Source: an optimization exercise on an open RTL-to-GDS flow (aim: small area). Production flows keep margins and buffers that such runs may drop.
In this exercise RTL edits were held to simulation tests only and were not proved equivalent to the original.
Power and IR drop assume default switching activity.

== job 3361 ==
==> flow/design.v (excerpt) <==
module branch_predictor(
    input           clk_i,
    input           rsn_i,
    input   [31:0]  pc_i,
    input   [31:0]  target_pc_i,
    input           alu_branch_i,
    input           alu_jumps_i,
    input           alu_prediction_i,
    input           alu_taken_i,
    input           alu_pc_ok_i,
    input   [31:0]  alu_branch_pc_i,
    output  [31:0]  pred_pc_o,
    output          prediction_o,
    output          taken_o,
    output          bp_error_o);
Size in the first run: roughly 2300 cells after synthesis, roughly 0.040 mm^2 of cells after synthesis.
==> flow/config.mk <==
export PLATFORM = sky130hd
export DESIGN_NAME = branch_predictor
export DESIGN_NICKNAME = branch_predictor
export VERILOG_FILES = /design/flow/design.v
export SDC_FILE = /design/flow/constraint.sdc
export NUM_CORES = 4
export LEC_CHECK = 0
export CAP_MARGIN = 10
export CORE_MARGIN = 2
export CORE_UTILIZATION = 80
export SLEW_MARGIN = 10
export SYNTH_HIERARCHICAL = 1
==> flow/constraint.sdc <==
create_clock -name core_clock -period 12.0 [get_ports {clk_i}]
set_input_delay 2.4000 -clock core_clock [delete_from_list [all_inputs] [get_ports {clk_i}]]
set_output_delay 2.4000 -clock core_clock [all_outputs]
set_load 0.01 [all_outputs]
standard.sh (not shown) runs the stock make flow with config.mk's settings and CLKGATE_MAP_FILE= SYNTH_SCRIPT=/design/flow/synth_recipe.tcl, a recipe that flattens the netlist after the stock synthesis.
==> flow/flow/run.sh <==
#!/bin/bash
# Layout flow: the standard ORFS flow (standard.sh), with two changes
# that only affect how buffers are chosen:
#  - port buffers use the smallest buffer cell (buf_1) instead of the
#    default pick; repair_design still sizes the nets behind them;
#  - clock tree synthesis builds the tree from clkbuf_4 cells in small
#    sink clusters (so flip-flop clock slew stays low) and inserts no
#    dummy loads.
# The whole output of the ORFS run goes to standard.log in the work folder;
# ORFS keeps each step's own log under orfs/logs/.
set -euo pipefail
export BUFFER_PORTS_ARGS="-buffer_cell sky130_fd_sc_hd__buf_1"
export CTS_ARGS="-sink_clustering_enable -repair_clock_nets -dont_use_dummy_load -buf_list sky130_fd_sc_hd__clkbuf_4 -sink_clustering_size 10 -sink_clustering_max_diameter 35"
bash standard.sh > standard.log 2>&1
Job 3361: complete, dirty (capacitance limit, slew limit)
What job 8104 does differently from job 3361 at the input level:
Settings: SLEW_MARGIN now 20, was 10; CORE_UTILIZATION now 65, was 80; CAP_MARGIN now 20, was 10.
diff --git a/flow/flow/run.sh b/flow/flow/run.sh
--- a/flow/flow/run.sh
+++ b/flow/flow/run.sh
@@ -12,3 +12,3 @@
 export BUFFER_PORTS_ARGS="-buffer_cell sky130_fd_sc_hd__buf_1"
-export CTS_ARGS="-sink_clustering_enable -repair_clock_nets -dont_use_dummy_load -buf_list sky130_fd_sc_hd__clkbuf_4 -sink_clustering_size 10 -sink_clustering_max_diameter 35"
+export CTS_ARGS="-sink_clustering_enable -repair_clock_nets -dont_use_dummy_load -buf_list sky130_fd_sc_hd__clkbuf_4 -sink_clustering_size 10 -sink_clustering_max_diameter 40"
 bash standard.sh > standard.log 2>&1
Results
Job 8104 finished all stages; the layout is clean.
Compared with job 3361, job 8104 degrades area of the placeable core.
Going from job 3361 to job 8104, cell count of the worst hold path shows no meaningful change, number of well-tap cells placed shows an increase of 18%.
Delta (job 8104 minus job 3361): highest cell delay on the worst timing path fell 0.12 ns, worst-case reg-to-reg path depth decreased 1, number of setup violations in the final report barely changed, buffer and inverter count on the worst path rose by 1.
| proportion of cell area spent on the clock network | job 3361 vs job 8104 | ≈ equal |
Going from job 3361 to job 8104, clock share of power shrinks by 0.2 points.
Global-route usage, job 8104 and job 3361: higher on job 3361
Against job 3361, job 8104 comes in 0.44% lower on power.
--- input diff job 8104..job 690 ---
Settings: a change of CORE_UTILIZATION from 65 to 72; a change of CAP_MARGIN from 20 to 10; a change of SLEW_MARGIN from 20 to 10.
diff --git a/flow/flow/run.sh b/flow/flow/run.sh
--- a/flow/flow/run.sh
+++ b/flow/flow/run.sh
@@ -12,3 +12,3 @@
 export BUFFER_PORTS_ARGS="-buffer_cell sky130_fd_sc_hd__buf_1"
-export CTS_ARGS="-sink_clustering_enable -repair_clock_nets -dont_use_dummy_load -buf_list sky130_fd_sc_hd__clkbuf_4 -sink_clustering_size 10 -sink_clustering_max_diameter 40"
+export CTS_ARGS="-sink_clustering_enable -repair_clock_nets -dont_use_dummy_load -buf_list sky130_fd_sc_hd__clkbuf_4 -sink_clustering_size 10 -sink_clustering_max_diameter 35"
 bash standard.sh > standard.log 2>&1
--- outcome ---
Looking at overall power, job 690 sits above job 8104.
Between job 8104 and job 690, clock share of power is lower for job 8104, job 690 comes in above that.
The weighted congestion reported at the end of routability-driven placement in job 690 sits 0.90% above the value recorded for job 8104.
Comparing job 8104 and job 690, cell count is lower on job 690.
Largest fanout on the critical path for job 690: 4 up relative to job 8104
On net switching power of the design, job 8104 and job 690 are neck and neck.
On job 690: routing usage on met2 is 4.3 points higher than what job 8104 gave.
Job 690 reports its slowest stage cell on the critical path as sky130_fd_sc_hd__nor4_1 while job 8104 reports sky130_fd_sc_hd__and4_4.
Higher wire length of the first global-routing pass among job 8104 and job 690: job 8104
Detailed-route wire length on metal 1 is lower on job 690
From job 8104 to job 690 the numbers moved as follows: total CTS buffers now larger; count of clock-buffer cells in the layout picked up an extra 13.
What job 4881 does differently from job 690 at the input level:
Settings: changing CAP_MARGIN from 10 to 20; changing SLEW_MARGIN from 10 to 20; changing CORE_UTILIZATION from 72 to 65.
==> flow/flow/run.sh <==
#!/bin/bash
# Layout flow: the standard ORFS flow (standard.sh), with changes that
# only affect how cells are sized and how buffers are chosen:
#  - port buffers use the smallest buffer cell (buf_1) instead of the
#    default pick; repair_design still sizes the nets behind them;
#  - clock tree synthesis builds the tree from clkbuf_4 cells in small
#    sink clusters (so flip-flop clock slew stays low) and inserts no
#    dummy loads;
#  - after global routing, ORFS's power recovery downsizes cells on paths
#    with positive slack (RECOVER_POWER).
# The whole output of the ORFS run goes to standard.log in the work folder;
# ORFS keeps each step's own log under orfs/logs/.
set -euo pipefail
export BUFFER_PORTS_ARGS="-buffer_cell sky130_fd_sc_hd__buf_1"
export CTS_ARGS="-sink_clustering_enable -repair_clock_nets -dont_use_dummy_load -buf_list sky130_fd_sc_hd__clkbuf_4 -sink_clustering_size 10 -sink_clustering_max_diameter 40"
export RECOVER_POWER=100
bash standard.sh > standard.log 2>&1
Notes after the runs:
- To summarise job 4881: no stage aborted, but the layout did not pass its checks, failing on capacitance limit, slew limit.
- Changes observed in job 4881 relative to job 690: top achievable clock speed shows a reduction of 9.9 MHz; power per standard cell area decreased by 0.69% relative to the old numbers; total of clock buffers placed in the layout lost 8.9%; area of all placed cells without fillers now smaller.
- Area enclosed by the die boundary was lower in job 690 than in job 4881.

## what the ideal ports hide
The flow's constraints put no driver on any port. The routed layouts listed below were extracted and timed again, unchanged, in two steps.
Step 1: set_driving_cell puts a clkbuf_16 on clk_i and a buf_2 on each other input, an assumption about the parent block.
Step 2 also shifts input and output timing later by t, the mid clock arrival at the registers, as if the neighbouring blocks saw the same clock.
Three values: ideal, step 1, step 2; two values: the first two.
| run | t (ns) | setup WS [ns] | cell pins on the clock port's net |
|---|---|---|---|
| job 3361 | 1.121 | 1.988 / 1.964 / 1.964 | 1 |
| job 8104 | 1.108 | 2.480 / 2.451 / 2.451 | 1 |
| job 690 | 1.084 | 2.184 / 2.155 / 2.155 | 1 |
| job 4881 | 1.078 | 1.124 / 1.096 / 1.096 | 1 |
